Context: an optimization exercise on an open-source flow, tuned for small area, a short achievable clock period and few clock cycles per item. The choices shown serve that exercise and are no tape-out recipe. The RTL was checked by simulation tests, not by an equivalence proof against the original design. Power figures rest on the tool's default switching activity, not on a simulated workload.

==> inputs of run Z <==
Design ecsm_processor, start of the top module:
module ecsm_processor(clk, rst, en_ecsm, done_ecsm, addr, doutb, dina, wea);
input clk, rst;
input en_ecsm;
output done_ecsm;
output [7:0] addr;
input [15:0] doutb;
output [15:0] dina;
output wea;
wire [6:0] prog_addr;
wire [2:0] inst;
wire [3:0] addr_opa, addr_opb, addr_res;
wire en_primitive, done_primitive;
wire done_k, k_even;
wire [1:0] k_bits, k_end;
wire [5:0] state_SC;
wire proc_rst = rst | done_ecsm;
ecsm_fsm i_ecsm_fsm(.clk(clk), .rst(rst), .en_ecsm(en_ecsm), .en_primitive(en_primitive),
                    .done_primitive(done_primitive), .done_ecsm(done_ecsm), .k_even(k_even),
                    .done_k(done_k), .k_bits(k_bits), .k_end(k_end), .prog_addr(prog_addr));
program_rom i_program_rom(.prog_addr(prog_addr), .inst(inst), .addr_opa(addr_opa),
                          .addr_opb(addr_opb), .addr_res(addr_res));
  ...
export LEC_CHECK = 0
export CAP_MARGIN = 20
export CORE_MARGIN = 2
export CORE_UTILIZATION = 40
export SLEW_MARGIN = 20
create_clock -name core_clock -period 10.0 [get_ports {clk}]
run.sh (not shown) runs the stock make flow with config.mk's settings and CLKGATE_MAP_FILE= SYNTH_SCRIPT=/design/flow/synth_recipe.tcl, a recipe that flattens the netlist after the stock synthesis.
==> run M (differences from run Z) <==
--- a/flow/design.v
+++ b/flow/design.v
@@ -351,30 +351,29 @@
 output [7:0] addr;
 output reg [15:0] dina;
 output wea;
 output done;
 localparam [7:0] TEMP = 8'd234;
 localparam [3:0] S_IDLE = 4'd0, S_MUL = 4'd1, S_MULEND = 4'd2, S_SQR = 4'd3, S_ADD = 4'd4,
-                 S_CPY = 4'd5, S_REDP = 4'd6, S_RED = 4'd7, S_DONE = 4'd8,
-                 S_SQP = 4'd9, S_SQC = 4'd10;
-localparam [4:0] T_NONE = 5'd0, T_RD = 5'd1, T_PE = 5'd2, T_PO = 5'd3, T_RDB = 5'd4,
-                 T_RDC = 5'd5, T_P34 = 5'd6, T_P35 = 5'd7, T_P17 = 5'd8, T_RH = 5'd9,
-                 T_MW0 = 5'd10, T_MW1 = 5'd11, T_WH = 5'd12, T_SG = 5'd13, T_SQH = 5'd14,
-                 T_WX = 5'd15;
+                 S_CPY = 4'd5, S_REDP = 4'd6, S_RED = 4'd7, S_DONE = 4'd8;
+localparam [3:0] T_NONE = 4'd0, T_RD = 4'd1, T_PE = 4'd2, T_PO = 4'd3, T_RDB = 4'd4,
+                 T_RDC = 4'd5, T_P34 = 4'd6, T_P35 = 4'd7, T_P17 = 4'd8, T_RH = 4'd9,
+                 T_MW0 = 4'd10, T_MW1 = 4'd11, T_SW0 = 4'd12, T_SW1 = 4'd13, T_SQL = 4'd14,
+                 T_WX = 4'd15;
 reg [3:0] state;
 reg [4:0] i, ia, jb, p;
 reg [1:0] slot;
 reg nxtA, bnd, podd, firstel;
 reg [1:0] wq;
 reg [7:0] addr_r;
 reg we_r;
-reg [4:0] tag1, tag2;
+reg [3:0] tag1, tag2;
 reg [1:0] gs1, gs2;      
 reg [7:0] n_addr;
 reg n_we;
-reg [4:0] n_tag;
+reg [3:0] n_tag;
 reg [1:0] n_gs;
 assign addr = addr_r;
 assign wea = we_r;
 assign done = (state == S_DONE);
 function [7:0] loc;
 input [5:0] w;
@@ -407,44 +406,20 @@
       end
     end
     S_MULEND: begin
       if (slot == 2'd1) begin n_we = 1'b1; n_tag = T_MW0; n_addr = loc(cw, baseD); end
       else if (slot == 2'd2) begin n_we = 1'b1; n_tag = T_MW1; n_addr = loc(cw + 6'd1, baseD); end
     end
-    S_SQP: begin
-      case (slot)
-        2'd0: begin n_tag = T_RD;  n_addr = baseA + 8'd16; end
-        2'd1: begin n_tag = T_SG;  n_addr = baseA + 8'd17; end
-        2'd2: begin n_tag = T_P17; n_addr = baseA + 8'd8; end
-        default: begin n_tag = T_RD; n_addr = baseA; end
-      endcase
-    end
     S_SQR: begin
-      case (slot)
-        2'd0: begin
-          n_tag = T_SQH; n_addr = baseA + 8'd9 + {3'b000, i};
-          n_gs = (i == 5'd0) ? 2'd1 : (i == 5'd8) ? 2'd3 : 2'd0;
-        end
-        2'd1: begin
-          if (i != 5'd8) begin n_tag = T_RD; n_addr = baseA + {3'b000, i} + 8'd1; end
-        end
-        2'd2: begin
-          n_we = 1'b1; n_tag = T_WX;
-          n_addr = ((i <= 5'd4) ? TEMP : baseD) + {2'b00, i, 1'b0};
-        end
-        default: begin
-          n_we = 1'b1; n_tag = T_WH;
-          n_addr = ((i <= 5'd4) ? TEMP : baseD) + {2'b00, i, 1'b1};
-        end
-      endcase
-    end
-    S_SQC: begin
       if (slot == 2'd0) begin
-        if (i != 5'd10) begin n_tag = T_RDC; n_addr = TEMP + {3'b000, i}; end
+        if (i != 5'd18) begin n_tag = T_RD; n_addr = baseA + {3'b000, i}; end
+      end else if (slot == 2'd1) begin
+        if (i != 5'd0) begin n_we = 1'b1; n_tag = T_SW0; n_addr = loc({i, 1'b0} - 6'd2, baseD); end
       end else begin
-        if (i != 5'd0) begin n_we = 1'b1; n_tag = T_WX; n_addr = baseD + {3'b000, i} - 8'd1; end
+        if (i != 5'd0) begin n_we = 1'b1; n_tag = T_SW1; n_addr = loc({i, 1'b0} - 6'd1, baseD); end
+        else n_tag = T_SQL;
       end
     end
     S_ADD: begin
       if (slot == 2'd0) begin
         if (i != 5'd18) begin n_tag = T_RD; n_addr = baseA + {3'b000, i}; end
       end else if (slot == 2'd1) begin
@@ -494,13 +469,13 @@
       S_IDLE: begin
         i <= 5'd0; slot <= 2'd0; p <= 5'd0;
         ia <= 5'd0; jb <= 5'd1; nxtA <= 1'b0; bnd <= 1'b0; podd <= 1'b1; firstel <= 1'b1;
         wq <= 2'd0;
         case (mode)
           2'd0: state <= S_MUL;
-          2'd1: state <= S_SQP;
+          2'd1: state <= S_SQR;
           2'd2: state <= S_ADD;
           default: state <= S_CPY;
         endcase
       end
       S_MUL: begin
         if (wq != 2'd0) wq <= wq - 2'd1;
@@ -530,27 +505,16 @@
         end
       end
       S_MULEND: begin
         if (slot == 2'd2) begin state <= S_REDP; slot <= 2'd0; end
         else slot <= slot + 2'd1;
       end
-      S_SQP: begin
-        if (slot == 2'd3) begin state <= S_SQR; slot <= 2'd0; i <= 5'd0; end
-        else slot <= slot + 2'd1;
-      end
       S_SQR: begin
-        slot <= slot + 2'd1;
-        if (slot == 2'd3) begin
-          if (i == 5'd8) begin state <= S_SQC; i <= 5'd0; slot <= 2'd0; end
-          else i <= i + 5'd1;
-        end
-      end
-      S_SQC: begin
-        if (slot == 2'd1) begin
+        if (slot == 2'd2) begin
           slot <= 2'd0;
-          if (i == 5'd10) state <= S_DONE;
+          if (i == 5'd18) begin state <= S_REDP; i <= 5'd0; end
           else i <= i + 5'd1;
         end else slot <= slot + 2'd1;
       end
       S_ADD: begin
         if (slot == 2'd2) begin
           slot <= 2'd0;
@@ -591,77 +555,55 @@
 reg [15:0] W, X, SQ, Hm;
 reg [30:0] acc_e, acc_o;
 reg [14:0] prev_hi;
 reg [10:0] G;
 wire [30:0] prod;
 sb16 mul(W, doutb, prod);
-function [15:0] fold;    
-input [15:0] h, hp;
-begin
-  fold = h ^ {h[10:0], hp[15:11]} ^ {h[8:0], hp[15:9]} ^ {h[3:0], hp[15:4]};
-end
-endfunction
-function [15:0] spread8;
-input [7:0] a;
-integer k;
-begin
-  spread8 = 16'd0;
-  for (k = 0; k < 8; k = k + 1) spread8[2*k] = a[k];
-end
-endfunction
-wire is_sq = (tag2 == T_SQH) || (tag2 == T_SG);
-wire [15:0] lo_in = spread8(doutb[7:0]);
-wire [15:0] hi_in = spread8(doutb[15:8]);
-wire [15:0] loS = spread8(SQ[7:0]);
-wire [15:0] hiS = spread8(SQ[15:8]);
-wire [15:0] loW = spread8(W[7:0]);
-wire [15:0] hiW = spread8(W[15:8]);
-wire [15:0] hiWv = spread8(W[15:8]);
-wire [15:0] Hsq_m1 = (gs2 == 2'd1) ? 16'd0 : {hiS[10:0], loS[15:11]};    
-wire [15:0] Hsq_0  = {lo_in[10:0], hiS[15:11]};                         
-wire [15:0] Hsq_1  = {hi_in[10:0], lo_in[15:11]};                       
 wire [15:0] Ht = {doutb[10:0], SQ[15:11]};             
-wire [15:0] fa = is_sq ? fold(Hsq_0, Hsq_m1) : fold(Ht, Hm);
-wire [15:0] fb = fold(Hsq_1, Hsq_0);
-wire [15:0] H16 = is_sq ? {lo_in[10:0], hiWv[15:11]} : Hm;
-wire [15:0] H17 = is_sq ? {hi_in[10:0], lo_in[15:11]} : {doutb[10:0], W[15:11]};
-wire [15:0] F17 = fold(H17, H16);
+wire [15:0] Ft = Ht ^ {Ht[10:0], Hm[15:11]} ^ {Ht[8:0], Hm[15:9]} ^ {Ht[3:0], Hm[15:4]};
+wire [15:0] H17 = {doutb[10:0], W[15:11]};            
+wire [15:0] F17 = H17 ^ {H17[10:0], Hm[15:11]} ^ {H17[8:0], Hm[15:9]} ^ {H17[3:0], Hm[15:4]};
 wire [15:0] F18w = (H17 >> 11) ^ (H17 >> 9) ^ (H17 >> 4);
 wire [5:0]  F18 = F18w[5:0];
 wire [15:0] Gf0 = {5'd0, G} ^ {G, 5'd0} ^ {G[8:0], 7'd0} ^ {G[3:0], 12'd0};
 wire [15:0] Gf1 = {14'd0, G[10:9]} ^ {9'd0, G[10:4]};
-wire [15:0] g0 = (gs2 == 2'd1) ? Gf0 : (gs2 == 2'd2) ? Gf1 : 16'd0;
-wire [15:0] Rt0 = W ^ fa ^ g0;
+wire [15:0] Rt0 = W ^ Ft ^ ((gs2 == 2'd1) ? Gf0 : (gs2 == 2'd2) ? Gf1 : 16'd0);
 wire [15:0] Rt = (gs2 == 2'd3) ? {5'd0, Rt0[10:0]} : Rt0;
-wire [15:0] Rs0 = loW ^ fa ^ ((gs2 == 2'd1) ? Gf0 : 16'd0);
-wire [15:0] Rs1a = hiW ^ fb ^ ((gs2 == 2'd1) ? Gf1 : 16'd0);
-wire [15:0] Rs1 = (gs2 == 2'd3) ? {5'd0, Rs1a[10:0]} : Rs1a;
 always @(posedge clk) begin
   case (tag2)
     T_RD:  W <= doutb;
     T_PE: begin acc_e <= acc_e ^ prod; W <= doutb; end
     T_PO: begin acc_o <= acc_o ^ prod; W <= doutb; end
     T_RDB: X <= W ^ doutb;
     T_RDC: X <= doutb;
     T_P34: begin Hm <= {doutb[10:0], W[15:11]}; W <= doutb; end
-    T_P35, T_SG: G <= {F18, F17[15:11]};
-    T_SQH: begin X <= Rs0; Hm <= Rs1; SQ <= doutb; end
+    T_P35: G <= {F18, F17[15:11]};
     T_P17: begin SQ <= doutb; Hm <= 16'd0; end
     T_RH: begin X <= Rt; Hm <= Ht; SQ <= doutb; end
     default: ;
   endcase
   if (tag1 == T_MW1 || rst) begin
     acc_e <= 31'd0; acc_o <= 31'd0;
     prev_hi <= rst ? 15'd0 : acc_o[30:16];
   end
+  if (tag1 == T_SW1 || tag1 == T_SQL) SQ <= W;
 end
+function [15:0] spread8;
+input [7:0] a;
+integer k;
+begin
+  spread8 = 16'd0;
+  for (k = 0; k < 8; k = k + 1) spread8[2*k] = a[k];
+end
+endfunction
 always @* begin
   case (tag1)
     T_MW0: dina = acc_e[15:0] ^ {1'b0, prev_hi};
     T_MW1: dina = acc_o[15:0] ^ {1'b0, acc_e[30:16]};
-    T_WH: dina = Hm;
+    T_SW0: dina = spread8(SQ[7:0]);
+    T_SW1: dina = spread8(SQ[15:8]);
     default: dina = X;
   endcase
 end
 endmodule
 module inversion_rom(address, dout);
 input [3:0] address;
==> impl_metrics.tcl <==
set metrics [dict create \
    status "timing/DRC/antenna clean" \
    synthTopCellsByCount "nand2_1, nor2_1, xnor2_1" \
    power_density_mw_per_mm2 175 \
    syn_inst 3977 \
    ir_worst_vdd_uv 176 \
    r2r-start "i_processor.SC.SC.state[1]$_SDFFE_PP0P_" \
    switching_power_mw 2.39 \
    routed_via_density 5.96 \
    synth.mux.area_fraction_pct 3.69 \
]
-- figures above: run M

==> impl_metrics.tcl <==
set metrics [dict create \
    synthTopCellsByCount "nand2_1, nor2_1, xnor2_1" \
    status "timing/DRC/antenna clean" \
    grt.busiest_layer "met2" \
    syn_inst 4328 \
    top_layer_used "met4" \
    switching_power_mw 1.44 \
    synth.mux.area_fraction_pct 2.13 \
    ir_worst_vdd_uv 172 \
]
-- figures above: run Z

Testbench counts of run Z, summed over its fixed seeds: cycles 9,902,116, items 12.
Testbench counts of run M, summed over its fixed seeds: cycles 11,328,828, items 12.

* * *

==> run E <==
ecsm_processor, a different RTL version from the one above (not shown whole).
==> flow/design.v (excerpt) <==
module ecsm_processor(clk, rst, en_ecsm, done_ecsm, addr, doutb, dina, wea);
Settings: LEC_CHECK=0, CAP_MARGIN=20, CORE_MARGIN=2, CORE_UTILIZATION=40, SLEW_MARGIN=20; clock period 10.0 ns.
==> run H: changes against run E <==
--- a/flow/design.v
+++ b/flow/design.v
@@ -311,14 +311,14 @@
 input [1:0] Baseen;
 input address_carryin;		 
 output [7:0] address;
 output reg [7:0] RdBase1, RdBase2;
 output [7:0] BasePointer;
 output [7:0] RdBase1_n, RdBase2_n;	 
-assign RdBase1_n = rst ? 8'd0 : (Baseen==2'd1) ? BasePointer : RdBase1;
-assign RdBase2_n = rst ? 8'd0 : (Baseen==2'd2) ? BasePointer : RdBase2;
+assign RdBase1_n = (Baseen==2'd1) ? BasePointer : RdBase1;
+assign RdBase2_n = (Baseen==2'd2) ? BasePointer : RdBase2;
 wire [7:0] BaseAddress;
 wire [5:0] Offset;
 ROM2 BASEPOINTER(ROMBaseSel, BasePointer);
 always @(posedge clk)
 begin
 	if(rst)
@@ -372,13 +372,14 @@
 reg [3:0] state;
 reg [4:0] i, ia, jb, p, wc;
 reg whi;
 reg [1:0] slot;
 reg nxtA, bnd, podd, firstel;
 reg [1:0] wq;
-reg [7:0] addr_r;
+reg [7:0] addr_r, bD;
+reg s_mw0, s_mw1, s_wh;    
 reg we_r;
 reg [3:0] tag1, tag2;
 reg [1:0] gs1, gs2;      
 reg [1:0] n_bs, n_os;
 reg n_we;
 reg [3:0] n_tag;
@@ -485,24 +486,25 @@
         if (i != 5'd0) begin n_we = 1'b1; n_tag = T_WX; end
       end
     end
     default: ;
   endcase
 end
-wire [7:0] n_base = (n_bs == B_A) ? baseA : (n_bs == B_B) ? baseB : (n_bs == B_D) ? baseD : TEMP;
+wire [7:0] n_base = (n_bs == B_A) ? baseA : (n_bs == B_B) ? baseB : (n_bs == B_D) ? bD : TEMP;
 wire [4:0] n_off = (n_os == O_IA) ? ia : (n_os == O_JB) ? jb : (n_os == O_I) ? i : wc;
 always @(posedge clk) begin
   if (rst) begin
     state <= S_IDLE;
     i <= 5'd0; slot <= 2'd0; p <= 5'd0; wc <= 5'd0; whi <= 1'b0;
     ia <= 5'd0; jb <= 5'd1; nxtA <= 1'b0; bnd <= 1'b0; podd <= 1'b1; firstel <= 1'b1;
     wq <= 2'd0;
   end else begin
     if (n_we) wc <= wc + 5'd1;
     case (state)
       S_IDLE: begin
+        bD <= baseD;
         case (mode)
           2'd0: begin state <= S_MUL; whi <= 1'b0; end
           2'd1: begin state <= S_SQP; whi <= 1'b0; ia <= 5'd16; jb <= 5'd0; end
           2'd2: begin state <= S_ADD; whi <= 1'b1; end
           default: begin state <= S_CPY; whi <= 1'b1; end
         endcase
@@ -598,12 +600,15 @@
 always @(posedge clk) begin
   if (rst) begin
     we_r <= 1'b0; tag1 <= T_NONE; tag2 <= T_NONE; gs1 <= 2'd0; gs2 <= 2'd0;
   end else begin
     we_r <= n_we; tag1 <= n_tag; tag2 <= tag1; gs1 <= n_gs; gs2 <= gs1;
   end
+  s_mw0 <= (n_tag == T_MW0);
+  s_mw1 <= (n_tag == T_MW1);
+  s_wh <= (n_tag == T_WH);
   addr_r <= n_base + {3'b000, n_off};
 end
 reg [15:0] W, X, SQ, Hm;
 reg [30:0] acc_e, acc_o;
 reg [10:0] G;
 wire [30:0] prod;
@@ -665,18 +670,16 @@
   if (tag1 == T_MW1 || rst) begin
     acc_e <= rst ? 31'd0 : {16'd0, acc_o[30:16]};
     acc_o <= 31'd0;
   end
 end
 always @* begin
-  case (tag1)
-    T_MW0: dina = acc_e[15:0];
-    T_MW1: dina = acc_o[15:0] ^ {1'b0, acc_e[30:16]};
-    T_WH: dina = Hm;
-    default: dina = X;
-  endcase
+  if (s_mw0) dina = acc_e[15:0];
+  else if (s_mw1) dina = acc_o[15:0] ^ {1'b0, acc_e[30:16]};
+  else if (s_wh) dina = Hm;
+  else dina = X;
 end
 endmodule
 module inversion_rom(address, dout);
 input [3:0] address;
 output reg [7:0] dout;
 always @*
@@ -907,13 +910,13 @@
 				else
 					nextstate <= 2'd3;
 			end	
 	default: nextstate <= 2'd0;
 	endcase
 end
-assign suspend_n = ~((instruction==3'd7) & (nextstate==2'd3) & ~rst);
+assign suspend_n = ~((instruction==3'd7) & (nextstate==2'd3));
 assign instruction_executed = move_to_done_state;
 endmodule
 module scalarconv_tnaf(clk, rst, suspend, Tbit_no_sign, b0_one, b1_zero, M4_out0, flag_adjustment,
 			rst_d_carry, en1, en2, clr1, clr2, sel1, sel2, sel3, sel6, sel7, Tbit_sign, mask, mask_d_en, enable_flag_adjustment,
 			add_sub, carry_en, lsb_en, lsb_en_mode, address_carryin, R1set, Cen, Cshift, terminal_condition,
 			BaseSel, SCOffset, wea, length_even, Tbit_ready, done, 
@@ -1004,38 +1007,47 @@
 		state<=6'd0;
 	else if(suspend)
 		state<=state;
 	else
 		state<=nextstate;
 end		
-wire [5:0] ns_eff = rst ? 6'd0 : (suspend ? state : nextstate);
+wire [5:0] ns_eff = suspend ? state : nextstate;
 wire [4:0] wc_n = clr_wc ? 5'd0 : (inc_wc ? word_counter + 1'b1 : word_counter);
 wire nwc_full = (wc_n == 5'd17);
 wire nwc_half = (wc_n == 5'd8);
 wire nwc_zero = (wc_n == 5'd0);
-wire [8:0] lc_n = rst_or_state_is30 ? 9'd0 :
+wire [8:0] lc_n = (state==6'd30) ? 9'd0 :
                   dec_length ? length_counter - 1'b1 :
                   ((state==6'd22 || state==6'd35) & wc_half) ? length_counter + 1'b1 : length_counter;
 reg n_en1, n_en2, n_clr1, n_clr2, n_clr_wc, n_inc_wc, n_dec_length, n_sel1, n_sel7, n_add_sub, n_lsb_en,
     n_R1set, n_Cen, n_Cshift, n_address_carryin, n_wea, n_mask_d_en;
 reg [2:0] n_BaseSel;
 reg [1:0] n_sel2, n_carry_en;
 wire n_lsb_en_mode = (nwc_full & (ns_eff==6'd13)) | (nwc_half & (ns_eff==6'd32));
 assign SCOffset_n = (ns_eff>6'd37) ? lc_n[8:4] : wc_n;
 assign BaseSel_n = n_BaseSel;
 assign address_carryin_n = n_address_carryin;
 always @(posedge clk)
 begin
+	if(rst) begin	 
+	{en1, en2, clr1, clr2, clr_wc, inc_wc, dec_length, sel1, sel7, add_sub, lsb_en,
+	 R1set, Cen, Cshift, address_carryin, wea, mask_d_en} <= 17'b00111000000010000;
+	BaseSel <= 3'd0;
+	sel2 <= 2'd0;
+	carry_en <= 2'd0;
+	lsb_en_mode <= 1'b0;
+	end else begin
 	{en1, en2, clr1, clr2, clr_wc, inc_wc, dec_length, sel1, sel7, add_sub, lsb_en,
 	 R1set, Cen, Cshift, address_carryin, wea, mask_d_en} <=
 	{n_en1, n_en2, n_clr1, n_clr2, n_clr_wc, n_inc_wc, n_dec_length, n_sel1, n_sel7, n_add_sub, n_lsb_en,
 	 n_R1set, n_Cen, n_Cshift, n_address_carryin, n_wea, n_mask_d_en};
 	BaseSel <= n_BaseSel;
 	sel2 <= n_sel2;
 	carry_en <= n_carry_en;
 	lsb_en_mode <= n_lsb_en_mode;
+	end
 	SCOffset <= SCOffset_n;
 end
 always @*
 begin
 	case(ns_eff)
 	6'd0: begin		 
@@ -1560,13 +1572,13 @@
 wire wea_F;
 instruction_decoder  INS_DEC(clk, rst, instruction_ready, Tbit_ready,
 				  instruction, op0, op1, op2, done_primitive, done_inversion,
 				  control_group3_ins, en_invert, suspend,
 				  instruction_executed, suspend_n);
 always @(posedge clk)
-	suspend_r <= suspend_n;
+	suspend_r <= rst | suspend_n;
 scalarconv_top	 SC(clk, rst, suspend_r, Tbit_no_sign, b0_one, b1_zero, M4_out0, flag_adjustment,
 	  	 rst_d_carry, control_group1_SC, control_group2_SC, wea_SC, address_carryin, BaseSel_SC, SCOffset,
 		 length_even, Tbit_ready, done_SC,
 		 state_SC, length_counter, Tbit_no_sign_n, BaseSel_n, SCOffset_n, address_carryin_n);
 inversion_new	IN(clk, ~en_invert, done_primitive,
 				control_group3_inv, done_inversion,
==> impl_results.md <==
- Pwr Density: 143 mW/mm^2
- Sw Ratio: 0.318
- DR WL/cell: 20.4 um
- Xor/xnor cell area share of the yosys netlist: 0.160
- Max layer used: met5
- P_seq: 1.71 mW
- Setup Slack @ Placement: 3.00 ns
- Status: timing/DRC/antenna clean
- CP endpoint: i_processor.address_SC_r[7]
- Hold depth: 0
- Inverters excl. clock: 110
- Period utilization: 0.647
- Synth Area in Compound Gates: 0.185
- Met3 usage: 0.0370
(the above is from run E)
==> impl_results.md <==
- Hold depth: 1
- Setup Slack @ Placement: 2.96 ns
- DR WL/cell: 20.5 um
- Status: timing/DRC/antenna clean
- Xor/xnor cell area share of the yosys netlist: 0.154
- Period utilization: 0.655
- Inverters excl. clock: 106
- CP endpoint: i_processor.ALU.AL.carryout2
- Max layer used: met4
- Synth Area in Compound Gates: 0.197
- Met3 usage: 0.0369
(the above is from run H)
Testbench counts of run E, summed over its fixed seeds: cycles 9,902,116, items 12.
Testbench counts of run H, summed over its fixed seeds: cycles 9,902,116, items 12.

[port drivers added, routing unchanged]
The results above use ideal ports. As a check the final layouts listed here were re-extracted and re-timed, cells and wires unchanged. Step 1 (the two cells are an assumption about what drives the block):
set clk [get_ports {clk}]
set_driving_cell -lib_cell sky130_fd_sc_hd__clkbuf_16 $clk
set_driving_cell -lib_cell sky130_fd_sc_hd__buf_2 [delete_from_list [all_inputs] $clk]
Step 2 adds t to the input delays and takes it off the output delays; t is the mean of the earliest and latest rising clock arrival at the registers after step 1. Input paths then give back, and output paths get back, about the clock's delay inside the block. Three values: no drivers, after step 1, after step 2; two values: the first two.
run	t, ns	slack for setup (ns)	worst setup path after step 2	worst register clock-pin slew, ns
run Z	0.668	2.171 / 2.103 / 2.771	register to output	0.07 / 0.07
run M	0.658	1.964 / 1.893 / 2.551	register to output	0.07 / 0.07
run E	0.653	3.530 / 3.575 / 2.922	input to register	0.07 / 0.07
run H	0.656	3.450 / 3.488 / 2.832	input to register	0.06 / 0.06
After both steps every run listed still meets setup and hold. The setup slack of run H, which loses most, moves by +0.038 ns with the drivers and by -0.618 ns with both steps.
